Source: an optimization exercise on an open RTL-to-GDS flow (aim: small area and a short achievable clock period). Production flows keep margins and buffers that such runs may drop.
RTL that was checked went through simulation tests only; none was proved equivalent to the original.
For runs 1 and 4, only the layout was checked, not whether the RTL still works.
Power and IR drop assume default switching activity.

### design/flow/config.mk
export PLATFORM = sky130hd
export DESIGN_NAME = float_addsub
export DESIGN_NICKNAME = float_addsub
export VERILOG_FILES = /design/flow/design.v
export SDC_FILE = /design/flow/constraint.sdc
export NUM_CORES = 4
export LEC_CHECK = 0
export CAP_MARGIN = 20
export CORE_MARGIN = 2
export CORE_UTILIZATION = 40
export CTS_BUF_LIST = sky130_fd_sc_hd__clkbuf_16
export CTS_CLUSTER_DIAMETER = 100
export CTS_CLUSTER_SIZE = 30
export SETUP_SLACK_MARGIN = 1.95
export SLEW_MARGIN = 20
### design/flow/constraint.sdc
create_clock -name core_clock -period 4.0 [get_ports {clk}]
set_input_delay 0.8000 -clock core_clock [delete_from_list [all_inputs] [get_ports {clk}]]
set_output_delay 0.8000 -clock core_clock [all_outputs]
set_load 0.01 [all_outputs]
### design/flow/design.v
module ks_sum #(parameter N = 25, parameter L = 5) (
	input  wire [N-1:0] g,
	input  wire [N-1:0] p,
	input  wire         cin,
	output wire [N-1:0] s
);
	wire [N-1:0] gg [0:L];
	wire [N-1:0] pp [0:L];
	assign gg[0] = g;
	assign pp[0] = p;
	genvar k, i;
	generate
		for (k = 0; k < L; k = k + 1) begin : lvl
			for (i = 0; i < N; i = i + 1) begin : bit_
				if (i >= (1 << k)) begin : comb
					assign gg[k+1][i] = gg[k][i] | (pp[k][i] & gg[k][i - (1 << k)]);
					assign pp[k+1][i] = pp[k][i] & pp[k][i - (1 << k)];
				end else begin : pass
					assign gg[k+1][i] = gg[k][i];
					assign pp[k+1][i] = pp[k][i];
				end
			end
		end
	endgenerate
	assign s = p ^ {gg[L][N-2:0], cin};
endmodule
module ks_add #(parameter N = 8, parameter L = 3) (
	input  wire [N-1:0] a,
	input  wire [N-1:0] b,
	input  wire         cin,
	output wire [N-1:0] s,
	output wire         cout
);
	wire [N-1:0] p = a ^ b;
	wire [N-1:0] g [0:L];
	wire [N-1:0] q [0:L];
	assign g[0] = {(a[N-1:1] & b[N-1:1]), (a[0] & b[0]) | (p[0] & cin)};
	assign q[0] = p;
	genvar k, i;
	generate
		for (k = 0; k < L; k = k + 1) begin : lvl
			for (i = 0; i < N; i = i + 1) begin : bit_
				if (i >= (1 << k)) begin : comb
					assign g[k+1][i] = g[k][i] | (q[k][i] & g[k][i - (1 << k)]);
					assign q[k+1][i] = q[k][i] & q[k][i - (1 << k)];
				end else begin : pass
					assign g[k+1][i] = g[k][i];
					assign q[k+1][i] = q[k][i];
				end
			end
		end
	endgenerate
	assign s = p ^ {g[L][N-2:0], cin};
	assign cout = g[L][N-1];
endmodule
module lzc25(
	input  wire [24:0] v,
	output wire [4:0]  n
);
	wire [31:0] x = {v, 7'h7f};
	wire [15:0] z1;             
	wire [15:0] c1;             
	genvar i;
	generate
		for (i = 0; i < 16; i = i + 1) begin : l1
			assign z1[i] = ~(x[2*i+1] | x[2*i]);
			assign c1[i] = ~x[2*i+1];
		end
	endgenerate
	wire [7:0] z2;
	wire [1:0] c2 [0:7];
	generate
		for (i = 0; i < 8; i = i + 1) begin : l2
			assign z2[i] = z1[2*i+1] & z1[2*i];
			assign c2[i] = z1[2*i+1] ? {1'b1, c1[2*i]} : {1'b0, c1[2*i+1]};
		end
	endgenerate
	wire [3:0] z3;
	wire [2:0] c3 [0:3];
	generate
		for (i = 0; i < 4; i = i + 1) begin : l3
			assign z3[i] = z2[2*i+1] & z2[2*i];
			assign c3[i] = z2[2*i+1] ? {1'b1, c2[2*i]} : {1'b0, c2[2*i+1]};
		end
	endgenerate
	wire [1:0] z4;
	wire [3:0] c4 [0:1];
	generate
		for (i = 0; i < 2; i = i + 1) begin : l4
			assign z4[i] = z3[2*i+1] & z3[2*i];
			assign c4[i] = z3[2*i+1] ? {1'b1, c3[2*i]} : {1'b0, c3[2*i+1]};
		end
	endgenerate
	assign n = z4[1] ? {1'b1, c4[0]} : {1'b0, c4[1]};
endmodule
module float_addsub(
	input wire clk,
	input wire [31:0] v1,
	input wire [31:0] v2,
	input wire op,
	output wire [31:0] vres
);
	wire        s1 = v1[31];
	wire        s2 = v2[31] ^ op;
	wire [7:0]  e1 = v1[30:23];
	wire [7:0]  e2 = v2[30:23];
	wire        sub = s1 ^ s2;
	wire [30:0] bg = v1[30:0] & ~v2[30:0];
	wire [30:0] be = ~(v1[30:0] ^ v2[30:0]);
	function automatic [1:0] cmpc(input [1:0] hi, input [1:0] lo);  
		cmpc = {hi[1] | (hi[0] & lo[1]), hi[0] & lo[0]};
	endfunction
	function automatic [1:0] cmp8(input [7:0] g, input [7:0] e);
		reg [1:0] a0, a1, a2, a3, b0, b1;
		begin
			a0 = cmpc({g[1], e[1]}, {g[0], e[0]});
			a1 = cmpc({g[3], e[3]}, {g[2], e[2]});
			a2 = cmpc({g[5], e[5]}, {g[4], e[4]});
			a3 = cmpc({g[7], e[7]}, {g[6], e[6]});
			b0 = cmpc(a1, a0);
			b1 = cmpc(a3, a2);
			cmp8 = cmpc(b1, b0);
		end
	endfunction
	wire [1:0] ce  = cmp8(bg[30:23], be[30:23]);
	wire [1:0] cf2 = cmp8(bg[22:15], be[22:15]);
	wire [1:0] cf1 = cmp8(bg[14:7], be[14:7]);
	wire [1:0] cf0 = cmp8({bg[6:0], 1'b0}, {be[6:0], 1'b1});
	wire [1:0] cf  = cmpc(cf2, cmpc(cf1, cf0));
	wire        gt = ce[1] | (ce[0] & cf[1]);    
	wire        eq = ce[0] & cf[0];
	wire [7:0]  d12;
	wire        c12;
	ks_add #(8, 3) ad12(.a(e1), .b(~e2), .cin(1'b1), .s(d12), .cout(c12));
	wire        ez = (e1 == 8'd0) | (e2 == 8'd0);      
	wire        bz = (e1 == 8'd0) & (e2 == 8'd0);      
	reg         r1_s, r1_sub, r1_bz, r1_gt, r1_ez;
	reg  [7:0]  r1_e;
	reg  [22:0] r1_f1, r1_f2;
	reg  [7:0]  r1_d12;
	reg         r1_c12;
	always @(posedge clk) begin
		r1_s    <= (gt ? s1 : s2) & ~(eq & sub);
		r1_sub  <= sub;
		r1_bz   <= bz;
		r1_gt   <= gt;
		r1_e    <= ce[1] ? e1 : e2;
		r1_f1   <= v1[22:0];
		r1_f2   <= v2[22:0];
		r1_ez   <= ez;
		r1_d12  <= d12;                     
		r1_c12  <= c12;                     
	end
	wire        neg = ~r1_c12;
	wire [7:0]  d;
	genvar k;
	assign d[0] = r1_d12[0];
	generate
		for (k = 1; k < 8; k = k + 1) begin : absd
			assign d[k] = r1_d12[k] ^ (neg & (r1_d12[k-1:0] != 0));
		end
	endgenerate
	wire        far = r1_ez | (d[7:5] != 3'd0) | (d[4:3] == 2'b11);
	wire [22:0] fb = r1_gt ? r1_f1 : r1_f2;
	wire [23:0] x0 = {1'b1, r1_gt ? r1_f2 : r1_f1};
	wire [23:0] x1 = d[0] ? {1'b0, x0[23:1]} : x0;
	wire [23:0] x2 = d[1] ? {2'b0, x1[23:2]} : x1;
	reg         r2_s, r2_sub, r2_hb;
	reg  [7:0]  r2_e;
	reg  [22:0] r2_fb;
	reg  [23:0] r2_x;
	reg  [2:0]  r2_sh;
	always @(posedge clk) begin
		r2_s    <= r1_s;
		r2_sub  <= r1_sub;
		r2_hb   <= ~r1_bz;                       
		r2_e    <= r1_e + 8'd1;
		r2_fb   <= fb & {23{~r1_bz}};
		r2_x    <= x2 & {24{~far}};
		r2_sh   <= d[4:2];
	end
	wire [23:0] x3 = r2_sh[0] ? {4'b0, r2_x[23:4]} : r2_x;
	wire [23:0] x4 = r2_sh[1] ? {8'b0, x3[23:8]} : x3;
	wire [23:0] x5 = r2_sh[2] ? {16'b0, x4[23:16]} : x4;
	wire [24:0] opa = {1'b0, r2_hb, r2_fb};
	wire [24:0] opb = {r2_sub, x5 ^ {24{r2_sub}}};
	wire [24:0] gen = {opa[24:1] & opb[24:1], (opa[0] & opb[0]) | ((opa[0] ^ opb[0]) & r2_sub)};
	wire [24:0] pro = opa ^ opb;
	reg         r3_s, r3_cin;
	reg  [7:0]  r3_e;
	reg  [24:0] r3_g, r3_p;
	always @(posedge clk) begin
		r3_s    <= r2_s;
		r3_cin  <= r2_sub;
		r3_e    <= r2_e;
		r3_g    <= gen;
		r3_p    <= pro;
	end
	wire [24:0] sum;
	ks_sum #(25, 5) addm(.g(r3_g), .p(r3_p), .cin(r3_cin), .s(sum));
	reg         r4_s;
	reg  [7:0]  r4_e;
	reg  [24:0] r4_r;
	always @(posedge clk) begin
		r4_s    <= r3_s;
		r4_e    <= r3_e;
		r4_r    <= sum;
	end
	wire [4:0] lz;
	lzc25 lzm(.v(r4_r), .n(lz));
	reg         r5_s;
	reg  [7:0]  r5_e;
	reg  [24:0] r5_r;
	reg  [4:0]  r5_lz;
	always @(posedge clk) begin
		r5_s    <= r4_s;
		r5_e    <= r4_e;
		r5_r    <= r4_r;
		r5_lz   <= lz;
	end
	wire [24:0] n0 = r5_lz[4] ? {r5_r[8:0], 16'b0} : r5_r;
	wire [24:0] n1 = r5_lz[3] ? {n0[16:0], 8'b0} : n0;
	wire [24:0] n2 = r5_lz[2] ? {n1[20:0], 4'b0} : n1;
	wire [24:0] n3 = r5_lz[1] ? {n2[22:0], 2'b0} : n2;
	wire [24:0] n4 = r5_lz[0] ? {n3[23:0], 1'b0} : n3;
	wire [7:0]  ne = (r5_lz == 5'd25) ? 8'd0 : r5_e - {3'b0, r5_lz};
	reg  [31:0] r6, r7;
	always @(posedge clk) begin
		r6 <= {r5_s, ne, n4[23:1]};
		r7 <= r6;
	end
	assign vres = r7;
endmodule
### design/flow/flow/run.sh
#!/bin/bash
set -euo pipefail
export BUFFER_PORTS_ARGS="-buffer_cell sky130_fd_sc_hd__buf_1"
bash standard.sh > standard_flow.log 2>&1
### design/flow/standard.sh
#!/bin/bash
# synth_recipe.tcl (not shown) runs the flow's synth.tcl, then flattens the netlist and writes it again
# the make line also repeats each setting of config.mk as NAME=value (left out here)
make -C /OpenROAD-flow-scripts/flow DESIGN_CONFIG=/design/flow/config.mk WORK_HOME=/design/flow/orfs CLKGATE_MAP_FILE= SYNTH_SCRIPT=/design/flow/synth_recipe.tcl "${@:-finish}"
==> run notes, run 1 <==
* RR Endpoint: r3_p[5]
* Worst path cell trace: buf_1, inv_2, ha_4, nand3_2, nor2_4, nand3_2, or4_4, nand4_1, mux2i_1
* Ys Warns at 4
* Longest Clk Path Bufs at 3
* Status: complete, no violations
* Row cnt at 65
* DR vias at 8,305
* Final net count at 1,425
* Num CTS Buffers at 15
* GRT Residual Overflow at 0
* Final WL at 24,100 um
* Max Cap Viol at 0
* Gpl congestion at 0.875
* Worst reg-to-reg path cell count at 5
* DRT iter0 DRCs at 426
* Post-synthesis cell count at 1,202
* CP max FO at 3
* RR Startpoint: r2_sh[0]
* CP dominant cell by count: nand3_2
* Cts hold-fix bufs at 0
* Peak Freq at 0.499 GHz
* Number of routed nets with antenna violations at 0
* Number of flops mapped to enable cells by yosys at 0
* Commonest non-fill, non-tap cells in the layout: dfxtp_1, nand2_1, nor2_1
* Post-synth ARST share at 0%
* Layout cells sized above 1 at 15.5%
* Vias per cell at 4.89
* Sequential element share of the synthesized area at 50.9%
* Main synth FF type: dfxtp_1
* Die X at 182 um
* RSZ-0062 raised after global routing: yes
* Final min period at 2.00 ns
* Leakage at 5.83 nW
* Area growth, synth to finish at 13.5%
* Synth Net Count at 1,332
* Depth of the CTS H-tree at 1
* Largest net degree at the start of global routing at 48
* Worst Setup End Kind: flip-flop
* Setup TNS at 0 ns
* Initial Util at 40.4%
* Worst Hold Depth at 0
* GRT Overall Usage at 14.4%
* Worst-skew pair later-pin latency at 0.50 ns
* Util after Layout at 45.9%
* Mean Syn Cell Area at 10.6 sq um
* Worst vdd ir at 0.276 mV
* Root Buffer: clkbuf_16
* Hold WC Path Type: flip-flop to flip-flop
* Crit-path slowest cell: or4_4
* Clock sink count at 323
* Placeable core area at 31,400 sq um
* # IOs at 98
* CP Launch Type: input port
* Worst Max-Slew Pin Slew at 0.958 ns
* Placed Area at 13,600 sq um
* Synth cell types at 61
* Mapped cell area at 12,700 sq um
* DRC violations left at 0
* WL per Instance at 14.2 um
* Fin. Hold Viols at 0
* Final Cell Area at 14,400 sq um
* Final hold slack at 0.327 ns
* Final setup viols at 0
* Worst-path clk slew at 0.10 ns
* Final slew viol count at 0
* WP data arrival at 2.43 ns
* 1st-pass router iterations at 5
* Kind of critical path: input port to flip-flop
* Fillers at 2,966
* Reg-to-reg slack, setup at 2.03 ns
* FF+latch count, synth at 323
* Initial antenna violation count at 0
* Headroom to the max-slew limit at 36.0%
* Min-Delay Endpoint: r3_e[7]
* Worst endpoint required time at 4.42 ns
* Commonest non-fill, non-tap cell in the layout: dfxtp_1
* Crit path from: v2[18]
* Layout Skew at 0.0188 ns
* Ant diodes at 0
* Hold Startpoint: r2_e[7]
* Crit-path max cell delay at 0.54 ns
* Final Cycle Share at 50.1%
* Dpl hpwl at 18,200 um
* TritonCTS clock tree: yes
* First-pass GRT wire length at 39,400 um
* Vias in the first global route at 7,991
* Cell Pwr Density at 652 nW/um^2
* Buffers on Ports at 97
* Die area at 33,200 sq um
* Die Span Y at 182 um
[sequential cells by signal, indices dropped and copies added, names as in the netlist, 23 cells and up]
signal and flops:
r4_r 25, r2_x 24, r1_f2 23, r5_r 24, r6 32, r7 32
r1_f1 23, r2_fb 23, r3_p 24, r3_g 24
[cell families after synthesis]
kind of cell	count (synthesis)	share of synthesized area, %
adders and majority gates	64	6.42
AOI/OAI and AO/OA	207	10.8
and+or+nand+nor	316	11.3
DFF	323	50.9
xor gates and xnor gates	67	4.68
buffers and inverters	110	3.59
muxes	115	12.3
[metrics by stage]
step                      setup WS (ns)  power, W  instances
final                              2.00   0.00939       1699
after global routing               1.93    0.0101       1699
after CTS                          1.92   0.00944       1693
after detailed placement           1.09   0.00768       1664
after global placement             1.15   0.00763       1663
after floorplan                    1.82   0.00691       1202
[worst max-delay path: cells and delay by family]
| kind | cells | cell delay (ns) |
|---|---|---|
| fa+ha+maj | 1 | 0.28 |
| simple gates | 5 | 1.00 |
| buf+inv | 2 | 0.15 |
| mux | 1 | 0.19 |
[where the power goes]
group | switching [W] | internal, W
combinational | 0.00150 | 0.00131
clock | 0.000975 | 0.000705
sequential | 0.000711 | 0.00419
total | 0.00318 | 0.00621
[cells in the mapped netlist, types with 3 or more instances]
cell | count | area, sq um
xor2_1 | 31 | 272
xnor2_1 | 35 | 307
nand3b_1 | 4 | 30.0
nand3_1 | 20 | 100
o211ai_1 | 5 | 37.5
o21bai_1 | 3 | 22.5
or2_2 | 3 | 18.8
or3_1 | 5 | 31.3
inv_1 | 62 | 233
buf_6 | 3 | 33.8
nor2_1 | 100 | 375
a31oi_1 | 7 | 43.8
mux2i_1 | 66 | 661
nor4_1 | 8 | 50.1
ha_1 | 62 | 776
o21ai_0 | 46 | 230
a21oi_2 | 21 | 184
and3_1 | 4 | 25.0
o41ai_1 | 5 | 43.8
a211oi_1 | 16 | 120
a21oi_1 | 54 | 270
o2bb2ai_1 | 8 | 70.1
buf_2 | 16 | 80.1
o22ai_1 | 5 | 31.3
o31ai_1 | 4 | 30.0
buf_1 | 7 | 26.3
nor2b_1 | 20 | 125
clkbuf_1 | 22 | 82.6
a21o_1 | 9 | 67.6
nand2_1 | 104 | 390
dfxtp_1 | 323 | 6470
nand4_1 | 8 | 50.1
nor3_1 | 25 | 125
o21a_1 | 4 | 30.0
mux2_2 | 18 | 203
nand2b_1 | 6 | 37.5
mux4_2 | 31 | 698
[layout make-up]
| cell class | instances | area (sq um) | area share (%) |
|---|---|---|---|
| Sequential cell | 323 | 6490 | 45.0 |
| Tap cell | 402 | 503 | 3.49 |
| Clock inverter | 4 | 50.0 | 0.347 |
| Multi-Input combinational cell | 770 | 6120 | 42.5 |
| Timing Repair Buffer | 123 | 616 | 4.27 |
| Clock buffer | 15 | 375 | 2.60 |
| Inverter | 62 | 263 | 1.82 |
[per-layer routing]
metal / vias to the layer above / part of all wire, % / track usage (%)
met3: 35 / 2.9 / 1.74
li1: 4352 / - / -
met4: 0 / 2.8 / 4.81
met5: - / 0 / 0
met2: 142 / 49 / 26.1
met1: 3776 / 45 / 17.7
[worst max-delay path by stage]
stage,endpoint,cells past startpoint
finish,r1_s,9
global route,r1_s,9
CTS,r2_x[21],6
detailed placement,r1_s,9
global placement,r1_s,9
floorplan,r1_s,7
[repair_timing]
action	CTS	global route
gates cloned	1	0
resized for setup	43	32
setup buffers	9	6
pin swaps	10	12
endpoints found under the setup margin	75	38
==> run 2, diff against run 1 <==
--- a/design/flow/design.v
+++ b/design/flow/design.v
@@ -133,16 +133,15 @@
 	wire        c12;
 	ks_add #(8, 3) ad12(.a(e1), .b(~e2), .cin(1'b1), .s(d12), .cout(c12));
 	wire        ez = (e1 == 8'd0) | (e2 == 8'd0);      
-	wire        bz = (e1 == 8'd0) & (e2 == 8'd0);      
-	reg         r1_s, r1_sub, r1_bz, r1_gt, r1_ez;
+	reg         r1_s1, r1_eqs, r1_sub, r1_gt, r1_ez;
 	reg  [7:0]  r1_e;
 	reg  [22:0] r1_f1, r1_f2;
 	reg  [7:0]  r1_d12;
 	reg         r1_c12;
 	always @(posedge clk) begin
-		r1_s    <= (gt ? s1 : s2) & ~(eq & sub);
+		r1_s1   <= s1;
+		r1_eqs  <= eq & sub;                
 		r1_sub  <= sub;
-		r1_bz   <= bz;
 		r1_gt   <= gt;
 		r1_e    <= ce[1] ? e1 : e2;
 		r1_f1   <= v1[22:0];
@@ -161,6 +160,7 @@
 		end
 	endgenerate
 	wire        far = r1_ez | (d[7:5] != 3'd0) | (d[4:3] == 2'b11);
+	wire        bz = r1_ez & (r1_d12 == 8'd0);         
 	wire [22:0] fb = r1_gt ? r1_f1 : r1_f2;
 	wire [23:0] x0 = {1'b1, r1_gt ? r1_f2 : r1_f1};
 	wire [23:0] x1 = d[0] ? {1'b0, x0[23:1]} : x0;
@@ -171,11 +171,11 @@
 	reg  [23:0] r2_x;
 	reg  [2:0]  r2_sh;
 	always @(posedge clk) begin
-		r2_s    <= r1_s;
+		r2_s    <= (r1_gt ? r1_s1 : r1_s1 ^ r1_sub) & ~r1_eqs;
 		r2_sub  <= r1_sub;
-		r2_hb   <= ~r1_bz;                       
+		r2_hb   <= ~bz;                          
 		r2_e    <= r1_e + 8'd1;
-		r2_fb   <= fb & {23{~r1_bz}};
+		r2_fb   <= fb & {23{~bz}};
 		r2_x    <= x2 & {24{~far}};
 		r2_sh   <= d[4:2];
 	end
==> run 2 against run 1 <==
Net effect:
- hold slack barely moved
- synthesized cell count is 2.0% higher
- highest routed layer unchanged
- setup slack better by 0.037 ns
- sequential share of layout area about the same
- first-iteration DRC count shrank 0.70%
- clock-buffer cell count stayed put
- cell count is 1.6% higher
- clock skew up 0.0030 ns
- critical path type is now flip-flop to flip-flop
==> run notes, run 2 <==
* Cts hold-fix bufs at 0
* Longest Clk Path Bufs at 3
* Worst Hold Depth at 0
* Die Span Y at 183 um
* WL per Instance at 14.1 um
* Top cells by count, synth: dfxtp_1, nand2_1, nor2_1
* Peak Freq at 0.508 GHz
* First-pass GRT wire length at 40,100 um
* Mean Syn Cell Area at 10.4 sq um
* Area growth, synth to finish at 13.0%
* Worst endpoint required time at 4.43 ns
* Layout Skew at 0.0218 ns
* Initial antenna violation count at 0
* Clock sink count at 323
* RR Endpoint: r6[30]
* Worst vdd ir at 0.302 mV
* DRC violations left at 0
* Status: complete, no violations
* Main synth FF type: dfxtp_1
* WP data arrival at 2.40 ns
* Synth Net Count at 1,356
* Final slew viol count at 0
* Num CTS Buffers at 15
* Row cnt at 65
* Yosys top cell area share at 50.7%
* Synth cell types at 57
* Dpl hpwl at 18,300 um
* Final Cycle Share at 49.2%
* GRT Residual Overflow at 0
* Largest family of logic cells by synthesized area: compound AO/OA/AOI/OAI gates
* Final net count at 1,453
* Commonest non-fill, non-tap cells in the layout: dfxtp_1, nand2_1, buf_1
* Worst-path clk slew at 0.11 ns
* Top Registers: r6: 32 flops, r7: 32 flops, r4_r: 25 flops
* Compound-cell area share of the yosys netlist at 11.7%
* Root Buffer: clkbuf_16
* Hold WC Path Type: flip-flop to flip-flop
* Post-synthesis adder-cell area fraction at 6.40%
* Ant diodes at 0
* Reg area at 6490 sq um
* Pre-CTS setup slack at 1.19 ns
* Mux contribution to synthesized area at 11.6%
* Util after Layout at 45.8%
* Setup TNS at 0 ns
* Final hold slack at 0.327 ns
* DR vias at 8,455
* Die area at 33,300 sq um
* Sequential element share of the synthesized area at 50.7%
* DR WL met3 at 834 um
* RSZ-0062 raised after global routing: no
* Max Cap Viol at 0
* Final min period at 1.97 ns
* Headroom to the max-slew limit at 55.6%
* Cell Pwr Density at 670 nW/um^2
* Min-Delay Endpoint: r5_e[0]
* GRT Overall Usage at 14.4%
* Worst Max-Slew Pin Slew at 0.662 ns
* Kind of critical path: flip-flop to flip-flop
* Worst reg-to-reg path cell count at 8
* DRT iter0 DRCs at 423
* Initial Util at 40.5%
* Fin. Hold Viols at 0
* Final WL at 24,400 um
* Final Cell Area at 14,400 sq um
* Post-synthesis cell count at 1,226
* Vias per cell at 4.90
* Mapped cell area at 12,800 sq um
* CP max FO at 25
* Worst-skew pair later-pin latency at 0.51 ns
* Gpl congestion at 0.894
* Fillers at 2,988
* Final setup viols at 0
* Most instantiated library cell after synthesis: dfxtp_1
* Buffers on Ports at 97
* Worst Setup End Kind: flip-flop
* CP Launch Type: flip-flop
* FF+latch count, synth at 323
* Routed length on met2 at 11,700 um
* # IOs at 98
* Post-synth ARST share at 0%
* Commonest non-fill, non-tap cell in the layout: dfxtp_1
* Final worst slack at 2.03 ns
* Top cell type by total area after synthesis: dfxtp_1
* Post-Synth Simple-Gate Area at 11.3%
* 1st-pass router iterations at 4
* Area of the multi-input gates at 5970 sq um
* Die X at 183 um
* Number of flops mapped to enable cells by yosys at 0
* Largest net degree at the start of global routing at 35
* RR Startpoint: r5_lz[2]
* Reg-to-reg slack, setup at 2.03 ns
* XOR/XNOR Fraction of Synth Area at 4.60%
* Placeable core area at 31,500 sq um
* Vias in the first global route at 8,180
* Placed Area at 13,600 sq um
* Met1 WL at 11,100 um
* DR top layer: met4
* Synth area leaders: dfxtp_1, ha_1, mux4_2, mux2i_1, nand2_1
* Hold Startpoint: r4_e[0]
* Depth of the CTS H-tree at 1
* Ys Warns at 4
* TritonCTS clock tree: yes
* Leakage at 5.95 nW
* Layout cells sized above 1 at 11.5%
* Number of routed nets with antenna violations at 0
-- run 2: changes by cell type in the layout (fill, tap and decap cells not counted), sizes merged, moves of 6 or more --
cell    change
a21oi      +15
o21ai      +14
a21o       +11
a211oi      -7
nor2        -7
buf         +6
nand2       +6
-- run 2: worst max-delay path by stage --
stage,depth (start not counted),from,slack (ns),end
after floorplan,7,v2[12],1.95,r1_gt
after global placement,6,v2[27],1.19,r1_e[7]
after detailed placement,6,v2[27],1.19,r1_e[3]
after CTS,6,v2[27],1.95,r1_eqs
after global routing,7,r1_d12[0],1.93,r2_x[20]
final,8,r5_lz[2],2.03,r6[30]
-- run 2: where the power goes --
group          internal [W]  switching [W]  total [W]
Sequential          0.00421       0.000694    0.00490
Combinational       0.00142        0.00157    0.00299
Clock              0.000770       0.000995    0.00176
Total               0.00640        0.00326    0.00966
-- run 2: timing repair --
action                     in CTS  in global routing
cloned                          1                  3
gates resized for setup        20                 30
setup endpoints to repair      84                 46
setup buffers                   5                 10
pin swaps                       0                  9
-- run 2: kinds of logic after synthesis --
group / Yosys count
flip-flops: 323
multiplexers: 108
XOR/XNOR: 67
AND/OR/NAND/NOR: 315
buffers and inverters: 113
adder cells (fa/ha/maj): 64
AO/OA/AOI/OAI: 236
-- run 2: per-layer routing --
metal,vias to the layer above,global-route usage (%)
met5,-,0
met4,0,4.48
met3,48,1.94
met2,145,25.5
met1,3832,18.2
li1,4430,-
-- run 2: cell type report --
cell class / instances / share of cell area [%]
Timing Repair Buffer: 129 / 5.19
Tap cell: 402 / 3.49
Inverter: 64 / 1.72
Clock buffer: 15 / 2.60
Sequential cell: 323 / 45.0
Multi-Input combinational cell: 790 / 41.4
Clock inverter: 4 / 0.512
-- run 2: critical path: stages, from the launching register on --
cell	delay, ns
dfxtp_2	0.35
buf_12	0.16
clkinvlp_4	0.14
ha_1	0.32
o21ai_1	0.11
a21oi_1	0.11
o21a_1	0.21
or3_1	0.35
a21oi_1	0.15
-- run 2: per-stage QoR --
step                total power (W)  cells
finish                      0.00966   1727
global route                 0.0104   1727
CTS                         0.00963   1714
detailed placement          0.00776   1689
global placement            0.00770   1689
floorplan                   0.00699   1226
==> run 3, diff against run 2 <==
--- a/design/flow/config.mk
+++ b/design/flow/config.mk
@@ -7,7 +7,7 @@
 export LEC_CHECK = 0
 export CAP_MARGIN = 20
 export CORE_MARGIN = 2
-export CORE_UTILIZATION = 40
+export CORE_UTILIZATION = 60
 export CTS_BUF_LIST = sky130_fd_sc_hd__clkbuf_16
 export CTS_CLUSTER_DIAMETER = 100
 export CTS_CLUSTER_SIZE = 30
==> run 3 against run 2 <==
Net effect:
- total power decreased by 1.9%
- global-route usage increased by 7.2 points
- clock-buffer cell count unchanged
- area after synthesis unchanged
- setup slack got worse by 0.024 ns
- via count increased by 1.3%
- critical endpoint is now r2_x[20]
- clock power decreased by 9.7%
==> run notes, run 3 <==
* Status: complete, no violations
* Final Cell Area at 14,200 sq um
* RR Startpoint: r1_d12[0]
* Top Registers: r6: 32 flops, r7: 32 flops, r4_r: 25 flops
* Top cells by count, synth: dfxtp_1, nand2_1, nor2_1
* Mapped cell area at 12,800 sq um
* Synth area leaders: dfxtp_1, ha_1, mux4_2, mux2i_1, nand2_1
* Number of flops mapped to enable cells by yosys at 0
* Final Cycle Share at 49.8%
* Ys Warns at 4
* Final WL at 23,900 um
* FF+latch count, synth at 323
* P_int at 0.00629 W
* Util after Layout at 67.6%
* Depth of the CTS H-tree at 1
* # IOs at 98
* Combinational Power Share at 31.5%
* Commonest non-fill, non-tap cell in the layout: dfxtp_1
* Yosys top cell area share at 50.7%
* Dpl hpwl at 17,900 um
* Setup TNS at 0 ns
* Num CTS Buffers at 14
* Hold WC Path Type: flip-flop to flip-flop
* Crit path from: r1_d12[0]
* RR Endpoint: r2_x[20]
* Die area at 22,400 sq um
* Final min period at 1.99 ns
* Area growth, synth to finish at 11.1%
* Initial Util at 60.9%
* Post-synthesis cell count at 1,226
* Synth Net Count at 1,356
* Commonest non-fill, non-tap cells in the layout: dfxtp_1, nand2_1, buf_1
* Top cell type by total area after synthesis: dfxtp_1
* Kind of critical path: flip-flop to flip-flop
* Final worst slack at 2.01 ns
* Worst Max-Slew Pin Slew at 1.09 ns
* GRT Residual Overflow at 0
* Worst-skew pair later-pin latency at 0.49 ns
* TritonCTS clock tree: yes
* P_sw at 0.00318 W
* Pre-CTS setup slack at 1.27 ns
* Fin. Hold Viols at 0
* Clock network fraction of total power at 16.7%
* Placeable core area at 21,000 sq um
* Layout cells sized above 1 at 11.4%
* Headroom to the max-slew limit at 27.5%
* Worst setup endpoint: r2_x[20]
* Sequential element share of the synthesized area at 50.7%
* 1st-pass router iterations at 5
* Row cnt at 53
* Leakage at 5.89 nW
* Reg-to-reg slack, setup at 2.01 ns
* Peak Freq at 0.502 GHz
* Most instantiated library cell after synthesis: dfxtp_1
* CP max FO at 9
* Die Span Y at 150 um
* DRC violations left at 0
* Vias per cell at 5.37
* Final net count at 1,451
* DR vias at 8,569
* Gpl congestion at 0.888
* RSZ-0062 raised after global routing: yes
* Worst vdd ir at 0.248 mV
* Placed Area at 13,400 sq um
* Vias in the first global route at 8,263
* Post-synth ARST share at 0%
* Final setup viols at 0
* Cell Pwr Density at 669 nW/um^2
* Hold Startpoint: r4_e[2]
* Max Cap Viol at 0
* DRT iter0 DRCs at 363
* Die X at 150 um
* Net Sw Frac at 33.6%
* Number of routed nets with antenna violations at 0
* Layout Skew at 0.0109 ns
* CP Launch Type: flip-flop
* Buffers on Ports at 97
* Main synth FF type: dfxtp_1
* GRT Overall Usage at 21.6%
* Worst reg-to-reg path cell count at 6
* WP data arrival at 2.41 ns
* Worst-path clk slew at 0.10 ns
* Worst Hold Depth at 0
* Root Buffer: clkbuf_16
* Worst endpoint required time at 4.42 ns
* Clock sink count at 323
* First-pass GRT wire length at 39,300 um
* WL per Instance at 15.0 um
* Final slew viol count at 0
* Worst Setup End Kind: flip-flop
* Ant diodes at 0
* Mean Syn Cell Area at 10.4 sq um
* Sequential share of power at 51.7%
* Synth cell types at 57
* Largest net degree at the start of global routing at 36
* Longest Clk Path Bufs at 3
* Initial antenna violation count at 0
[run 3: cell counts after synthesis]
Identical to the previous run, type by type.
[run 3: how the worst min path moves through the flow]
stage / slack (ns) / to
after global routing: 0.34 / r5_e[2]
after global placement: 0.31 / r4_e[6]
after detailed placement: 0.31 / r4_e[6]
after CTS: 0.33 / r4_e[1]
after floorplan: 0.31 / r3_e[0]
final: 0.33 / r5_e[2]
[run 3: cell type report]
class	instances	area [sq um]
Multi-Input combinational cell	793	6030
Clock buffer	15	375
Tap cell	275	344
Timing Repair Buffer	125	676
Fill cell	1675	6790
Inverter	64	248
Sequential cell	323	6490
Clock inverter	1	8.76
[run 3: kinds of logic after synthesis]
family | Yosys count | synth area share, %
AND/OR/NAND/NOR | 315 | 11.3
adder cells (fa/ha/maj) | 64 | 6.40
buffers and inverters | 113 | 3.63
multiplexers | 108 | 11.6
AO/OA/AOI/OAI | 236 | 11.7
flip-flops | 323 | 50.7
XOR/XNOR | 67 | 4.60
[run 3: critical path: stages (launching register included)]
cell	delay (ns)
dfxtp_4	0.37
buf_12	0.13
or3_4	0.37
nor4_4	0.34
o21ai_4	0.15
a211o_4	0.41
a211oi_2	0.15
[run 3: repair_timing]
item                                   in CTS  in global routing
hold buffers                                0                  0
pin swaps                                   1                 11
resized for setup                          27                 26
cloned                                      3                  2
buffers inserted                            3                 10
endpoints found under the hold margin       0                  0
setup endpoints to repair                 103                 49
[run 3: routing by layer]
metal	GRT usage [%]	routed length, um	vias up
met5	0	0	-
met3	2.50	678	49
li1	-	-	4451
met1	25.9	10200	3914
met4	8.73	847	0
met2	39.5	12200	155
[run 3: power by group through the flow]
stage | clock network [W] | registers [W] | logic, W
after floorplan | 0 | 0.00476 | 0.00223
after global placement | 0 | 0.00494 | 0.00274
after detailed placement | 0 | 0.00497 | 0.00279
after CTS | 0.00165 | 0.00491 | 0.00292
after global routing | 0.00177 | 0.00504 | 0.00337
final | 0.00159 | 0.00490 | 0.00299
[run 3: through the flow]
| stage | hold WS (ns) | cells | total power (W) |
|---|---|---|---|
| floorplan | 0.310 | 1226 | 0.00699 |
| global placement | 0.310 | 1562 | 0.00768 |
| detailed placement | 0.312 | 1562 | 0.00776 |
| CTS | 0.329 | 1584 | 0.00947 |
| global route | 0.340 | 1596 | 0.0102 |
| finish | 0.329 | 1596 | 0.00947 |
==> run 4, diff against run 3 <==
--- a/design/flow/design.v
+++ b/design/flow/design.v
@@ -223,11 +223,20 @@
 	wire [24:0] n2 = r5_lz[2] ? {n1[20:0], 4'b0} : n1;
 	wire [24:0] n3 = r5_lz[1] ? {n2[22:0], 2'b0} : n2;
 	wire [24:0] n4 = r5_lz[0] ? {n3[23:0], 1'b0} : n3;
-	wire [7:0]  ne = (r5_lz == 5'd25) ? 8'd0 : r5_e - {3'b0, r5_lz};
-	reg  [31:0] r6, r7;
-	always @(posedge clk) begin
-		r6 <= {r5_s, ne, n4[23:1]};
-		r7 <= r6;
+	reg         r6_s;
+	reg  [7:0]  r6_e;
+	reg  [4:0]  r6_lz;
+	reg  [22:0] r6_f;
+	always @(posedge clk) begin
+		r6_s    <= r5_s;
+		r6_e    <= r5_e;
+		r6_lz   <= r5_lz;
+		r6_f    <= n4[23:1];
+	end
+	wire [7:0]  ne = (r6_lz == 5'd25) ? 8'd0 : r6_e - {3'b0, r6_lz};
+	reg  [31:0] r7;
+	always @(posedge clk) begin
+		r7 <= {r6_s, ne, r6_f};
 	end
 	assign vres = r7;
 endmodule
==> run 4 against run 3 <==
Net effect:
- critical path depth shrank 1
- cell count shrank 0.56%
- register-to-register slack about the same
- core utilization shrank 0.62 points
- highest routed layer unchanged
- still clean
- critical path type unchanged
- area after synthesis increased by 0.78%
- maximum frequency fell by 0.73%
- total power is 1.1% lower
- sequential cell count increased by 5
- global-route usage down 0.45 points
- setup slack lost 0.015 ns
- clock skew rose by 0.0030 ns
==> run notes, run 4 <==
* Hold WC Path Type: flip-flop to flip-flop
* Die Span Y at 150 um
* Num CTS Buffers at 14
* WP data arrival at 2.38 ns
* First-pass GRT wire length at 38,700 um
* Post-synthesis cell count at 1,228
* Largest register FFs at 32
* Area of the multi-input gates at 6000 sq um
* Setup TNS at 0 ns
* Layout Skew at 0.0140 ns
* Area growth, synth to finish at 9.56%
* Worst vdd ir at 0.296 mV
* Yosys top cell area share at 51.1%
* Worst-path clk slew at 0.10 ns
* Synth Net Count at 1,358
* Fin. Hold Viols at 0
* Largest net degree at the start of global routing at 39
* Commonest non-fill, non-tap cell in the layout: dfxtp_1
* Final min period at 2.01 ns
* 1st-pass router iterations at 5
* Synth area leaders: dfxtp_1, ha_1, mux2i_1, mux4_2, nand2_1
* DRT iter0 DRCs at 344
* Commonest non-fill, non-tap cells in the layout: dfxtp_1, nand2_1, nor2_1
* Cell Pwr Density at 665 nW/um^2
* # IOs at 98
* Worst Max-Slew Pin Slew at 1.12 ns
* Leakage at 5.87 nW
* Die X at 150 um
* Kind of critical path: flip-flop to flip-flop
* Sequential element share of the synthesized area at 51.1%
* GRT Residual Overflow at 0
* Mapped cell area at 12,900 sq um
* Top Registers: r7: 32 flops, r4_r: 25 flops
* Peak Freq at 0.498 GHz
* Initial Util at 61.1%
* Longest Clk Path Bufs at 3
* Worst reg-to-reg path cell count at 5
* Final WL at 23,700 um
* Dpl hpwl at 18,000 um
* Root Buffer: clkbuf_16
* Die area at 22,600 sq um
* TritonCTS clock tree: yes
* RSZ-0062 raised after global routing: yes
* WL per Instance at 15.0 um
* Reg-to-reg slack, setup at 1.99 ns
* GRT Overall Usage at 21.2%
* Top cell type by total area after synthesis: dfxtp_1
* DR vias at 8,546
* Mean Syn Cell Area at 10.5 sq um
* Gpl congestion at 0.908
* Reg area at 6580 sq um
* DRC violations left at 0
* Headroom to the max-slew limit at 24.4%
* Final Cell Area at 14,100 sq um
* Max Cap Viol at 0
* FF+latch count, synth at 328
* Post-synth ARST share at 0%
* Fillers at 1,742
* Row cnt at 53
* Placeable core area at 21,000 sq um
* Final setup viols at 0
* Layout cells sized above 1 at 10.1%
* Worst endpoint required time at 4.38 ns
* Crit path from: r2_sh[0]
* Final net count at 1,441
* Top cells by count, synth: dfxtp_1, nand2_1, nor2_1
* Worst Hold Depth at 0
* CP max FO at 19
* Number of flops mapped to enable cells by yosys at 0
* Ys Warns at 4
* Buffers on Ports at 97
* Vias per cell at 5.39
* Clock sink count at 328
* Ant diodes at 0
* Placed Area at 13,500 sq um
* Initial antenna violation count at 0
* CP Launch Type: flip-flop
* Depth of the CTS H-tree at 1
* Main synth FF type: dfxtp_1
* Util after Layout at 67.0%
* Most instantiated library cell after synthesis: dfxtp_1
* Synth cell types at 57
* Final slew viol count at 0
* Vias in the first global route at 8,087
* Final hold slack at 0.331 ns
* Status: complete, no violations
* RR Startpoint: r2_sh[0]
* Number of placed instances, taps included at 1,564
* Worst Setup End Kind: flip-flop
* Final std cells w/o fill at 1,587
* Worst-skew pair later-pin latency at 0.49 ns
* Largest register by flop count: r7
* Number of routed nets with antenna violations at 0
* Hold Startpoint: r5_e[3]
* Final Cycle Share at 50.2%
run 4: through the flow:
step                setup WS, ns  total power (W)
finish                      1.99          0.00937
global route                1.90           0.0100
CTS                         1.96          0.00940
detailed placement          1.39          0.00777
global placement            1.43          0.00772
floorplan                   1.95          0.00696
run 4: cell type report:
type | count | area share, %
clock inverters | 2 | 0.0533
well taps | 275 | 2.44
repair buffers | 117 | 3.95
clock buffers | 15 | 2.67
flip-flops and latches | 328 | 46.7
inverters | 57 | 1.55
multi-input cells | 793 | 42.6
run 4: kinds of logic (layout without fill, tap and decap cells):
group,after synthesis,in the layout,share of synthesized area (%)
and+or+nand+nor,316,316,11.4
DFF,328,328,51.1
muxes,112,112,11.5
buffers and inverters,108,191,3.46
xor gates and xnor gates,71,71,4.84
adders and majority gates,64,64,6.35
AOI/OAI and AO/OA,229,230,11.4
run 4: critical path, stage by stage (launching register included):
cell and delay [ns]:
dfxtp_4 0.53, mux4_2 0.53, nor2b_1 0.14, a31oi_1 0.27
xnor2_1 0.16, ha_1 0.25
run 4: timing repair:
item	CTS	global route
gates resized for setup	14	16
setup endpoints to repair	88	63
gates cloned	1	1
buffers inserted	1	3
pin swaps	1	1
hold buffers	0	0
run 4: routing by layer:
layer | global-route usage, % | part of all wire, %
met2 | 38.7 | 51
met5 | 0 | 0
met1 | 26.1 | 43
met3 | 2.42 | 3.2
met4 | 6.65 | 2.8
run 4: path summary, 6_finish.rpt:
path | end
max | r3_p[6]
min | r6_e[3]
max reg2reg | r3_p[6]
min reg2reg | r6_e[3]
run 4: power breakdown:
group / total (W) / switching, W / leakage, nW / internal (W)
Combinational: 0.00279 / 0.00151 / 2.92 / 0.00128
Clock: 0.00159 / 0.000913 / 0.195 / 0.000679
Sequential: 0.00498 / 0.000744 / 2.76 / 0.00424
Total: 0.00937 / 0.00317 / 5.87 / 0.00620
==> run 5, diff against run 4 <==
--- a/design/flow/design.v
+++ b/design/flow/design.v
@@ -133,7 +133,7 @@
 	wire        c12;
 	ks_add #(8, 3) ad12(.a(e1), .b(~e2), .cin(1'b1), .s(d12), .cout(c12));
 	wire        ez = (e1 == 8'd0) | (e2 == 8'd0);      
-	reg         r1_s1, r1_eqs, r1_sub, r1_gt, r1_ez;
+	reg         r1_s1, r1_eqs, r1_sub, r1_gt, r1_gtn, r1_ez;
 	reg  [7:0]  r1_e;
 	reg  [22:0] r1_f1, r1_f2;
 	reg  [7:0]  r1_d12;
@@ -142,7 +142,8 @@
 		r1_s1   <= s1;
 		r1_eqs  <= eq & sub;                
 		r1_sub  <= sub;
-		r1_gt   <= gt;
+		r1_gt   <= gt;                      
+		r1_gtn  <= ~gt;                     
 		r1_e    <= ce[1] ? e1 : e2;
 		r1_f1   <= v1[22:0];
 		r1_f2   <= v2[22:0];
@@ -162,7 +163,7 @@
 	wire        far = r1_ez | (d[7:5] != 3'd0) | (d[4:3] == 2'b11);
 	wire        bz = r1_ez & (r1_d12 == 8'd0);         
 	wire [22:0] fb = r1_gt ? r1_f1 : r1_f2;
-	wire [23:0] x0 = {1'b1, r1_gt ? r1_f2 : r1_f1};
+	wire [23:0] x0 = {1'b1, r1_gtn ? r1_f1 : r1_f2};
 	wire [23:0] x1 = d[0] ? {1'b0, x0[23:1]} : x0;
 	wire [23:0] x2 = d[1] ? {2'b0, x1[23:2]} : x1;
 	reg         r2_s, r2_sub, r2_hb;
--- a/design/flow/config.mk
+++ b/design/flow/config.mk
@@ -11,5 +11,5 @@
 export CTS_BUF_LIST = sky130_fd_sc_hd__clkbuf_16
 export CTS_CLUSTER_DIAMETER = 100
 export CTS_CLUSTER_SIZE = 30
-export SETUP_SLACK_MARGIN = 1.95
+export SETUP_SLACK_MARGIN = 2.1
 export SLEW_MARGIN = 20
==> run 5 against run 4 <==
Net effect:
- total power rose by 3.3%
- clock skew fell by 0.0033 ns
- register-to-register slack improved by 0.12 ns
- cell area rose by 5.1%
- synthesized cell count rose by 0.81%
- non-clock buffer count rose by 21
- cell count rose by 2.0%
- hold slack barely moved
==> run notes, run 5 <==
* Status: complete, no violations
* Layout Skew at 0.0107 ns
* Area growth, synth to finish at 14.7%
* Longest Clk Path Bufs at 3
* Yosys top cell area share at 51.1%
* # IOs at 98
* Final min period at 1.90 ns
* Row cnt at 53
* Final Cycle Share at 47.6%
* Die area at 22,700 sq um
* Num CTS Buffers at 14
* Post-synthesis cell count at 1,238
* Final WL at 24,200 um
* Worst endpoint required time at 4.39 ns
* Commonest non-fill, non-tap cells in the layout: dfxtp_1, nand2_1, nor2_1
* Main synth FF type: dfxtp_1
* Depth of the CTS H-tree at 1
* DR vias at 8,770
* Die Span Y at 151 um
* Final slew viol count at 0
* Ant diodes at 0
* Kind of critical path: input port to flip-flop
* Number of flops mapped to enable cells by yosys at 0
* Worst-skew pair later-pin latency at 0.49 ns
* Top Registers: r7: 32 flops, r4_r: 25 flops
* Synth cell types at 56
* Final std cells w/o fill at 1,618
* Leakage at 6.11 nW
* Ys Warns at 4
* Number of placed instances, taps included at 1,570
* Worst Max-Slew Pin Slew at 0.646 ns
* GRT Overall Usage at 21.2%
* Sequential element share of the synthesized area at 51.1%
* Setup TNS at 0 ns
* Largest net degree at the start of global routing at 35
* WL per Instance at 14.9 um
* FF+latch count, synth at 329
* Placeable core area at 21,100 sq um
* DRT iter0 DRCs at 288
* Vias per cell at 5.42
* Commonest non-fill, non-tap cell in the layout: dfxtp_1
* Layout cells sized above 1 at 17.1%
* Most instantiated library cell after synthesis: dfxtp_1
* Synth area leaders: dfxtp_1, ha_1, mux2i_1, mux4_2, nand2_1
* Worst vdd ir at 0.430 mV
* Largest register by flop count: r7
* Final setup viols at 0
* TritonCTS clock tree: yes
* Post-synth ARST share at 0%
* Peak Freq at 0.525 GHz
* Fillers at 1,646
* CP dominant cell by count: a21o_1
* Worst path cell trace: buf_1, inv_1, ha_1, a21o_1, a21o_1, a21oi_4, o21ai_4, a221o_1
* Worst Setup End Kind: flip-flop
* First-pass GRT wire length at 39,100 um
* Clock sink count at 329
* 1st-pass router iterations at 4
* Worst-path clk slew at 0.10 ns
* Crit-path slowest cell: a221o_1
* RSZ-0062 raised after global routing: yes
* WP data arrival at 2.29 ns
* Die X at 151 um
* Top cell type by total area after synthesis: dfxtp_1
* CP max FO at 9
* Initial Util at 61.1%
* Final net count at 1,473
* Root Buffer: clkbuf_16
* Cell Pwr Density at 654 nW/um^2
* Max Cap Viol at 0
* Number of routed nets with antenna violations at 0
* Synth Net Count at 1,368
* Hold WC Path Type: flip-flop to flip-flop
* Fin. Hold Viols at 0
* Crit-path max cell delay at 0.27 ns
* Cts hold-fix bufs at 0
* Vias in the first global route at 8,279
* Largest register FFs at 32
* Headroom to the max-slew limit at 56.6%
* Mean Syn Cell Area at 10.4 sq um
* Buffers on Ports at 97
* DRC violations left at 0
* GRT Residual Overflow at 0
* Dpl hpwl at 17,300 um
* Initial antenna violation count at 0
* Gpl congestion at 0.858
* Mapped cell area at 12,900 sq um
* CP Launch Type: input port
* Top cells by count, synth: dfxtp_1, nand2_1, nor2_1
[run 5: per-layer routing]
layer	GRT usage (%)	wire length [um]	up-vias	part of all wire (%)
li1	-	-	4508	-
met1	26.2	10600	4056	44
met2	37.8	12100	157	50
met3	2.45	791	49	3.3
met4	8.08	692	0	2.9
met5	0	0	-	0
[run 5: metrics by stage]
step                      hold WS [ns]  total power, W  instance area, sq um  utilization [%]  setup WS, ns
after floorplan                  0.310         0.00700                 13100                -          1.97
after global placement           0.310         0.00771                 13700             64.9          1.21
after detailed placement         0.312         0.00777                 13700             64.9          1.18
after CTS                        0.333         0.00947                 14400             68.2          2.04
after global routing             0.338          0.0104                 14800             70.2          2.00
final                            0.331         0.00968                 14800             70.2          2.10
[run 5: power breakdown]
group	total (W)	switching [W]	leakage, nW	internal (W)
clock network	0.00159	0.000911	0.190	0.000678
logic	0.00314	0.00168	3.16	0.00146
registers	0.00495	0.000690	2.76	0.00426
[run 5: cell type report]
type	instances	area, sq um	share of cell area (%)
timing repair inverter	1	5.00	0.0338
multi-input combinational	803	6430	43.5
inverter	56	255	1.73
clock inverter	1	3.75	0.0254
timing repair buffer	138	763	5.16
tap	275	344	2.33
clock buffer	15	375	2.54
sequential	329	6610	44.7
[run 5: path summary, 6_finish.rpt]
path | from | end | slack (ns) | cells after the start
worst max-delay path | v2[23] | r1_gt | 2.10 | 8
worst min-delay path | r3_e[2] | r4_e[2] | 0.33 | 0
worst max register to register | r4_r[15] | r5_lz[2] | 2.11 | 5
worst min register to register | r3_e[2] | r4_e[2] | 0.33 | 0
[run 5: worst max-delay path: cells and delay by family]
family	cells	cell delay [ns]
fa+ha+maj	1	0.19
buf+inv	2	0.30
compound gates	5	0.98
[run 5: kinds of logic (layout without fill, tap and decap cells)]
family          after synthesis  after routing  synth area share, %
fa+ha+maj                    64             64                 6.33
mux                         104            104                 10.8
simple gates                327            328                 11.7
xor+xnor                     71             71                 4.82
buf+inv                     111            211                 3.52
compound gates              232            236                 11.7
flops                       329            329                 51.1
[run 5: timing repair]
action	4_1_cts	5_1_grt
setup endpoints to repair	117	97
gates cloned	6	1
pin swaps	16	30
gates resized for setup	45	72
buffers inserted	8	17
==> run 6, diff against run 5 <==
--- a/design/flow/config.mk
+++ b/design/flow/config.mk
@@ -11,5 +11,5 @@
 export CTS_BUF_LIST = sky130_fd_sc_hd__clkbuf_16
 export CTS_CLUSTER_DIAMETER = 100
 export CTS_CLUSTER_SIZE = 30
-export SETUP_SLACK_MARGIN = 2.1
+export SETUP_SLACK_MARGIN = 2.0
 export SLEW_MARGIN = 20
==> run 6 against run 5 <==
Net effect:
- via count fell by 0.90%
- cell area fell by 2.6%
- hold slack barely moved
- sequential power barely moved
- maximum frequency fell by 3.6%
- total power fell by 2.3%
- register-to-register slack got worse by 0.08 ns
- sequential share of layout area rose by 1.1 points
==> run notes, run 6 <==
* Post-Synth Simple-Gate Area at 11.7%
* Die Span Y at 151 um
* Post-synthesis adder-cell area fraction at 6.33%
* Ant diodes at 0
* Mapped cell area at 12,900 sq um
* Max Cap Viol at 0
* P_int at 0.00626 W
* Synth Net Count at 1,368
* Final net count at 1,459
* Final std cells w/o fill at 1,604
* Main synth FF type: dfxtp_1
* DRT iter0 DRCs at 266
* Number of routed nets with antenna violations at 0
* Number of flops mapped to enable cells by yosys at 0
* Worst endpoint required time at 4.39 ns
* GRT Residual Overflow at 0
* Layout cells sized above 1 at 12.5%
* Yosys top cell area share at 51.1%
* Initial antenna violation count at 0
* Worst-skew pair later-pin latency at 0.49 ns
* Post-synth ARST share at 0%
* Fillers at 1,705
* Vias in the first global route at 8,079
* Buffers on Ports at 97
* Worst-path clk slew at 0.11 ns
* Depth of the CTS H-tree at 1
* Initial Util at 61.1%
* Commonest non-fill, non-tap cells in the layout: dfxtp_1, nand2_1, nor2_1
* TritonCTS clock tree: yes
* Worst Max-Slew Pin Slew at 0.686 ns
* Top cell type by total area after synthesis: dfxtp_1
* Final WL at 23,600 um
* Compound-cell area share of the yosys netlist at 11.7%
* Net Sw Frac at 33.8%
* Sequential element share of the synthesized area at 51.1%
* Worst Setup End Kind: flip-flop
* RSZ-0062 raised after global routing: yes
* Placed Area at 13,700 sq um
* Fin. Hold Viols at 0
* Die area at 22,700 sq um
* Largest register FFs at 32
* DR vias at 8,691
* Top cells by count, synth: dfxtp_1, nand2_1, nor2_1
* Root Buffer: clkbuf_16
* Headroom to the max-slew limit at 53.9%
* Num CTS Buffers at 14
* Largest register by flop count: r7
* Final Cycle Share at 49.3%
* Layout Skew at 0.0102 ns
* 1st-pass router iterations at 5
* Commonest non-fill, non-tap cell in the layout: dfxtp_1
* WL per Instance at 14.7 um
* Mean Syn Cell Area at 10.4 sq um
* Clock sink count at 329
* Post-synthesis cell count at 1,238
* Final min period at 1.97 ns
* Mux contribution to synthesized area at 10.8%
* Largest net degree at the start of global routing at 35
* Setup TNS at 0 ns
* # IOs at 98
* FF+latch count, synth at 329
* Status: complete, no violations
* WP data arrival at 2.36 ns
* Largest family of logic cells by synthesized area: simple AND/OR/NAND/NOR gates
* Ys Warns at 4
* Kind of critical path: input port to flip-flop
* Final slew viol count at 0
* Synth area leaders: dfxtp_1, ha_1, mux2i_1, mux4_2, nand2_1
* Hold WC Path Type: flip-flop to flip-flop
* First-pass GRT wire length at 38,500 um
* DRC violations left at 0
* Most instantiated library cell after synthesis: dfxtp_1
* Peak Freq at 0.507 GHz
* Row cnt at 53
* Top Registers: r7: 32 flops, r4_r: 25 flops
* Die X at 151 um
* Synth cell types at 56
* Placeable core area at 21,100 sq um
* Final Cell Area at 14,400 sq um
* Final setup viols at 0
* Sequential share of power at 52.3%
* Area growth, synth to finish at 11.7%
* CP Launch Type: input port
* Number of placed instances, taps included at 1,569
* Dpl hpwl at 17,700 um
* XOR/XNOR Fraction of Synth Area at 4.82%
* P_sw at 0.00320 W
* Gpl congestion at 0.867
* Worst vdd ir at 0.282 mV
* Leakage at 5.97 nW
* Clock network fraction of total power at 16.8%
* GRT Overall Usage at 20.8%
* Cell Pwr Density at 656 nW/um^2
* Longest Clk Path Bufs at 3
* Combinational Power Share at 30.9%
* CP max FO at 2
* Vias per cell at 5.42
-- run 6: worst max-delay path: stages --
cell      delay, ns
buf_1          0.10
inv_2          0.05
ha_4           0.23
a21o_1         0.15
a21oi_1        0.16
o21ai_1        0.09
o21ai_1        0.19
o211ai_1       0.20
a221o_1        0.40
-- run 6: worst paths after layout --
| check | from | cells past startpoint | slack [ns] | to |
|---|---|---|---|---|
| worst min register to register | r5_e[1] | 0 | 0.33 | r6_e[1] |
| worst max register to register | r1_d12[0] | 6 | 2.03 | r2_x[21] |
| worst min-delay path | r5_e[1] | 0 | 0.33 | r6_e[1] |
| worst max-delay path | v2[1] | 9 | 2.03 | r1_gt |
-- run 6: routing by layer --
metal  global-route usage (%)  part of all wire (%)
met1                     26.2                    44
met5                        0                     0
met4                     5.56                   2.1
met2                     37.8                    51
met3                     2.48                   3.2
-- run 6: kinds of logic (layout without fill, tap and decap cells) --
kind of cell / after synthesis / count (layout)
buffers and inverters: 111 / 199
DFF: 329 / 329
and+or+nand+nor: 327 / 327
adders and majority gates: 64 / 64
muxes: 104 / 104
xor gates and xnor gates: 71 / 71
AOI/OAI and AO/OA: 232 / 235
-- run 6: area by class of cell --
type | instances | area, sq um | area share (%)
sequential | 329 | 6600 | 45.8
multi-input combinational | 801 | 6190 | 42.9
timing repair buffer | 125 | 636 | 4.41
clock buffer | 15 | 375 | 2.61
tap | 275 | 344 | 2.39
inverter | 56 | 250 | 1.74
timing repair inverter | 2 | 10.0 | 0.0695
clock inverter | 1 | 3.75 | 0.0261
-- run 6: timing repair --
| item | 4_1_cts | 5_1_grt |
|---|---|---|
| hold buffers | 0 | 0 |
| cloned | 2 | 4 |
| gates resized for setup | 17 | 32 |
| setup buffers | 2 | 11 |
| setup endpoints to repair | 105 | 82 |
| pin swaps | 4 | 19 |
-- run 6: stage by stage --
| stage | hold slack, ns | setup WS [ns] | total power, W | utilization [%] |
|---|---|---|---|---|
| global route | 0.334 | 1.92 | 0.0101 | 68.3 |
| global placement | 0.310 | 1.27 | 0.00773 | 64.8 |
| CTS | 0.328 | 2.00 | 0.00942 | 67.1 |
| detailed placement | 0.312 | 1.31 | 0.00779 | 64.8 |
| finish | 0.331 | 2.03 | 0.00945 | 68.3 |
| floorplan | 0.310 | 1.97 | 0.00700 | - |
-- run 6: power groups by stage --
stage | sequential, W | clock, W | combinational [W]
2_1_floorplan | 0.00483 | 0 | 0.00217
3_3_place_gp | 0.00499 | 0 | 0.00274
3_5_place_dp | 0.00502 | 0 | 0.00278
4_1_cts | 0.00494 | 0.00164 | 0.00283
5_1_grt | 0.00508 | 0.00175 | 0.00330
6_report | 0.00494 | 0.00159 | 0.00292
==> run 7, diff against run 6 <==
--- a/design/flow/config.mk
+++ b/design/flow/config.mk
@@ -11,5 +11,5 @@
 export CTS_BUF_LIST = sky130_fd_sc_hd__clkbuf_16
 export CTS_CLUSTER_DIAMETER = 100
 export CTS_CLUSTER_SIZE = 30
-export SETUP_SLACK_MARGIN = 2.0
+export SETUP_SLACK_MARGIN = 2.05
 export SLEW_MARGIN = 20
==> run 7 against run 6 <==
Net effect:
- global-route usage hardly changed
- sequential share of layout area fell by 0.36 points
- critical path depth decreased by 2
- critical path type is now flip-flop to flip-flop
- first-iteration DRC count grew 13%
- combinational power grew 1%
- hold slack improved by 0.0025 ns
- clock-buffer cell count is the same
- still clean on timing, DRC and antenna
- via count decreased by 1.4%
- sequential cell count unchanged
- sequential power about the same
==> run notes, run 7 <==
* Worst Max-Slew Pin Slew at 0.682 ns
* Mean Syn Cell Area at 10.4 sq um
* # IOs at 98
* Max Cap Viol at 0
* DRT iter0 DRCs at 300
* 1st-pass router iterations at 5
* Gpl congestion at 0.891
* CP max FO at 6
* Synth area leaders: dfxtp_1, ha_1, mux2i_1, mux4_2, nand2_1
* Clock sink count at 329
* TritonCTS clock tree: yes
* GRT Residual Overflow at 0
* Post-synthesis cell count at 1,238
* Commonest non-fill, non-tap cells in the layout: dfxtp_1, nand2_1, nor2_1
* Longest Clk Path Bufs at 3
* Initial antenna violation count at 1
* Worst-skew pair later-pin latency at 0.49 ns
* Area growth, synth to finish at 12.7%
* Fin. Hold Viols at 0
* Placeable core area at 21,100 sq um
* Buffers on Ports at 97
* GRT Overall Usage at 20.8%
* Net Sw Frac at 33.9%
* Final WL at 23,800 um
* First-pass GRT wire length at 38,400 um
* Worst vdd ir at 0.377 mV
* WL per Instance at 14.8 um
* CP Launch Type: flip-flop
* Largest net degree at the start of global routing at 35
* Sequential element share of the synthesized area at 51.1%
* Number of flops mapped to enable cells by yosys at 0
* Fillers at 1,675
* Largest register by flop count: r7
* P_sw at 0.00322 W
* Vias per cell at 5.32
* Leakage at 6.01 nW
* Top cells by count, synth: dfxtp_1, nand2_1, nor2_1
* Number of routed nets with antenna violations at 0
* Reg-to-reg slack, setup at 2.07 ns
* Worst-path clk slew at 0.11 ns
* Worst Hold Depth at 0
* Worst endpoint required time at 4.43 ns
* Final min period at 1.93 ns
* Largest register FFs at 32
* Post-synth ARST share at 0%
* Ys Warns at 4
* Vias in the first global route at 8,130
* Depth of the CTS H-tree at 1
* Setup TNS at 0 ns
* Kind of critical path: flip-flop to flip-flop
* Sequential share of power at 52.3%
* Final Total Pwr at 0.00951 W
* Dpl hpwl at 17,500 um
* Die area at 22,700 sq um
* Synth Net Count at 1,368
* Layout cells sized above 1 at 13.8%
* Clock network fraction of total power at 16.6%
* Layout Skew at 0.0115 ns
* Cts hold-fix bufs at 0
* Cell Pwr Density at 654 nW/um^2
* Mapped cell area at 12,900 sq um
* Die X at 151 um
* WP data arrival at 2.36 ns
* Combinational Power Share at 31.1%
* RSZ-0062 raised after global routing: yes
* Final Cycle Share at 48.3%
* Num CTS Buffers at 14
* Most instantiated library cell after synthesis: dfxtp_1
* Yosys top cell area share at 51.1%
* Final slew viol count at 0
* Worst reg-to-reg path cell count at 7
* Final setup viols at 0
* DRC violations left at 0
* Final hold slack at 0.333 ns
* Headroom to the max-slew limit at 54.2%
* Root Buffer: clkbuf_16
* P_int at 0.00628 W
* DR vias at 8,570
* Top cell type by total area after synthesis: dfxtp_1
* Top Registers: r7: 32 flops, r4_r: 25 flops
* FF+latch count, synth at 329
* Die Span Y at 151 um
* Peak Freq at 0.517 GHz
* Final net count at 1,464
* Main synth FF type: dfxtp_1
* Hold WC Path Type: flip-flop to flip-flop
* Commonest non-fill, non-tap cell in the layout: dfxtp_1
* Worst Setup End Kind: flip-flop
* Initial Util at 61.1%
* Synth cell types at 56
* Status: complete, no violations
* Row cnt at 53
[run 7: cell counts after synthesis]
No cell type changed its count.
[run 7: path summary, 6_finish.rpt]
kind,from,end
max,r1_d12[0],r2_x[11]
min,r6_s,r7[31]
max reg2reg,r1_d12[0],r2_x[11]
min reg2reg,r6_s,r7[31]
[run 7: through the flow]
stage / cells / cell area [sq um] / utilization, % / setup slack (ns)
after floorplan: 1238 / 13100 / - / 1.97
after global placement: 1568 / 13700 / 64.8 / 1.45
after detailed placement: 1568 / 13700 / 64.8 / 1.45
after CTS: 1590 / 14200 / 67.3 / 1.97
after global routing: 1609 / 14500 / 68.9 / 2.01
final: 1610 / 14500 / 68.9 / 2.07
[run 7: cell type report]
class	count	area, sq um	share of cell area [%]
sequential	329	6610	45.5
multi-input combinational	802	6270	43.1
timing repair buffer	130	672	4.62
clock buffer	15	375	2.58
tap	275	344	2.37
inverter	56	253	1.74
timing repair inverter	1	5.00	0.0344
clock inverter	1	3.75	0.0258
antenna	1	2.50	0.0172
[run 7: worst max-delay path, stage by stage, from the launching register on]
cell and delay [ns]:
dfxtp_4 0.37, buf_12 0.12, or3_4 0.37, nor4_4 0.26
o21ai_4 0.10, buf_12 0.15, a211o_4 0.38, a21oi_2 0.12
[run 7: logic make-up after synthesis]
logic type	after synthesis	share of synthesized area [%]
XOR/XNOR	71	4.82
adder cells (fa/ha/maj)	64	6.33
multiplexers	104	10.8
AND/OR/NAND/NOR	327	11.7
AO/OA/AOI/OAI	232	11.7
flip-flops	329	51.1
buffers and inverters	111	3.52
[run 7: per-layer routing]
metal  global-route usage [%]  vias up  wire length [um]
met5                        0        -                 0
met4                     5.75        0               510
met3                     2.48       35               784
met2                     38.7      162             12100
met1                     25.3     3877             10300
li1                         -     4496                 -
[run 7: what timing repair did]
action                     CTS  global route
gates cloned                 3             3
setup endpoints to repair  109            82
buffers inserted             3            16
pin swaps                    6            23
gates resized for setup     27            42
[run 7: power by group through the flow]
stage	Combinational [W]	Sequential, W	Clock [W]
2_1_floorplan	0.00218	0.00483	0
4_1_cts	0.00285	0.00496	0.00163
6_report	0.00296	0.00497	0.00158
5_1_grt	0.00334	0.00511	0.00175
3_5_place_dp	0.00276	0.00503	0
3_3_place_gp	0.00273	0.00501	0
==> run 8, diff against run 7 <==
--- a/design/flow/config.mk
+++ b/design/flow/config.mk
@@ -11,5 +11,5 @@
 export CTS_BUF_LIST = sky130_fd_sc_hd__clkbuf_16
 export CTS_CLUSTER_DIAMETER = 100
 export CTS_CLUSTER_SIZE = 30
-export SETUP_SLACK_MARGIN = 2.05
+export SETUP_SLACK_MARGIN = 1.95
 export SLEW_MARGIN = 20
==> run 8 against run 7 <==
Net effect:
- still clean
- clock skew rose by 0.0075 ns
- clock-buffer cell count is the same
- first-iteration DRC count up 21%
- die area unchanged
- critical path depth shrank 1
- setup slack lost 0.035 ns
- critical endpoint is now r3_p[3]
- non-clock buffer count fell by 11
- clock power about the same
==> run notes, run 8 <==
* Status: complete, no violations
* Synth cell types at 56
* Mux contribution to synthesized area at 10.8%
* Final Cycle Share at 49.2%
* Headroom to the max-slew limit at 39.9%
* Largest net degree at the start of global routing at 35
* Root Buffer: clkbuf_16
* Final net count at 1,449
* Mean Syn Cell Area at 10.4 sq um
* Mapped cell area at 12,900 sq um
* DR vias at 8,499
* Top cells by count, synth: dfxtp_1, nand2_1, nor2_1
* RR Endpoint: r3_p[3]
* Worst path cell trace: buf_4, mux2_2, o21ai_0, o22ai_1, xor2_1, ha_1
* Worst Max-Slew Pin Slew at 0.901 ns
* Final slew viol count at 0
* Largest register FFs at 32
* Crit-path max cell delay at 0.47 ns
* Vias per cell at 5.33
* Setup TNS at 0 ns
* TritonCTS clock tree: yes
* CP max FO at 11
* Die Span Y at 151 um
* WL per Instance at 14.5 um
* Pre-CTS setup slack at 1.48 ns
* Commonest non-fill, non-tap cell in the layout: dfxtp_1
* DRC violations left at 0
* Number of placed instances, taps included at 1,569
* Initial Util at 61.1%
* Layout cells sized above 1 at 10.0%
* Leakage at 5.90 nW
* Reg-to-reg slack, setup at 2.03 ns
* Largest register by flop count: r7
* Worst reg-to-reg path cell count at 6
* Final WL at 23,200 um
* Largest family of logic cells by synthesized area: simple AND/OR/NAND/NOR gates
* RSZ-0062 raised after global routing: yes
* Area growth, synth to finish at 9.62%
* First-pass GRT wire length at 37,900 um
* Worst Setup End Kind: flip-flop
* Vias in the first global route at 8,000
* Top Registers: r7: 32 flops, r4_r: 25 flops
* Post-Synth Simple-Gate Area at 11.7%
* Peak Freq at 0.508 GHz
* XOR/XNOR Fraction of Synth Area at 4.82%
* RR Startpoint: r2_sh[0]
* Final worst slack at 2.03 ns
* Final hold slack at 0.331 ns
* Clock sink count at 329
* Number of flops mapped to enable cells by yosys at 0
* Worst-path clk slew at 0.11 ns
* Ys Warns at 4
* Final setup viols at 0
* Synth area leaders: dfxtp_1, ha_1, mux2i_1, mux4_2, nand2_1
* Longest Clk Path Bufs at 3
* Final min period at 1.97 ns
* Hold Startpoint: r4_e[3]
* Compound-cell area share of the yosys netlist at 11.7%
* Hold WC Path Type: flip-flop to flip-flop
* Buffers on Ports at 97
* Die area at 22,700 sq um
* Max Cap Viol at 0
* Commonest non-fill, non-tap cells in the layout: dfxtp_1, nand2_1, nor2_1
* Placeable core area at 21,100 sq um
* Top cell type by total area after synthesis: dfxtp_1
* Min-Delay Endpoint: r5_e[3]
* Num CTS Buffers at 14
* Kind of critical path: flip-flop to flip-flop
* Worst endpoint required time at 4.37 ns
* Post-synth ARST share at 0%
* Ant diodes at 0
run 8: worst max-delay path by stage:
stage,start,endpoint,cells past startpoint
5_1_grt,r5_lz[2],r6_f[12],7
2_1_floorplan,v1[23],r1_d12[6],9
4_1_cts,r1_d12[0],r2_x[6],7
6_report,r2_sh[0],r3_p[3],6
3_3_place_gp,r1_d12[0],r2_x[22],7
3_5_place_dp,r1_d12[0],r2_x[22],7
run 8: kinds of logic (layout without fill, tap and decap cells):
kind of cell | Yosys count | after routing
buffers and inverters | 111 | 191
DFF | 329 | 329
muxes | 104 | 104
AOI/OAI and AO/OA | 232 | 233
and+or+nand+nor | 327 | 327
adders and majority gates | 64 | 64
xor gates and xnor gates | 71 | 71
run 8: layout make-up:
cell class / count / area, sq um
sequential: 329 / 6600
multi-input combinational: 799 / 6020
inverter: 56 / 214
clock inverter: 1 / 3.75
fill: 1722 / 6950
clock buffer: 15 / 375
timing repair buffer: 119 / 579
tap: 275 / 344
run 8: per-stage QoR:
step	utilization, %	area (sq um)	power [W]
3_3_place_gp	64.3	13600	0.00770
5_1_grt	67.0	14100	0.0100
4_1_cts	66.7	14100	0.00939
3_5_place_dp	64.3	13600	0.00777
6_report	67.0	14100	0.00934
2_1_floorplan	-	13000	0.00699
run 8: routing by layer:
layer	part of all wire (%)	vias to the layer above	track usage, %
met2	50	174	37.9
met1	44	3809	24.8
li1	-	4466	-
met4	3.4	0	7.38
met5	0	-	0
met3	3.4	50	2.45
run 8: worst max-delay path, delay by kind of cell (launching register included):
| kind | cells | cell delay, ns |
|---|---|---|
| compound gates | 2 | 0.32 |
| mux | 1 | 0.35 |
| flops | 1 | 0.47 |
| fa+ha+maj | 1 | 0.31 |
| xor+xnor | 1 | 0.17 |
| buf+inv | 1 | 0.23 |
run 8: where the power goes:
group	switching [W]	internal, W
Sequential	0.000721	0.00425
Clock	0.000902	0.000678
Combinational	0.00151	0.00128
run 8: what timing repair did:
item	CTS	global route
hold endpoints to repair	0	0
gates resized for setup	17	10
endpoints found under the setup margin	85	44
buffers inserted	3	4
gates cloned	2	0
pin swaps	4	2

Check on run 8: ideal ports give 2.032 ns setup slack; a clkbuf_16 on the clock port and buf_2 on the inputs give 2.032 ns; moving port delays by the midpoint clock arrival (0.532 ns) as well gives 1.530 ns.
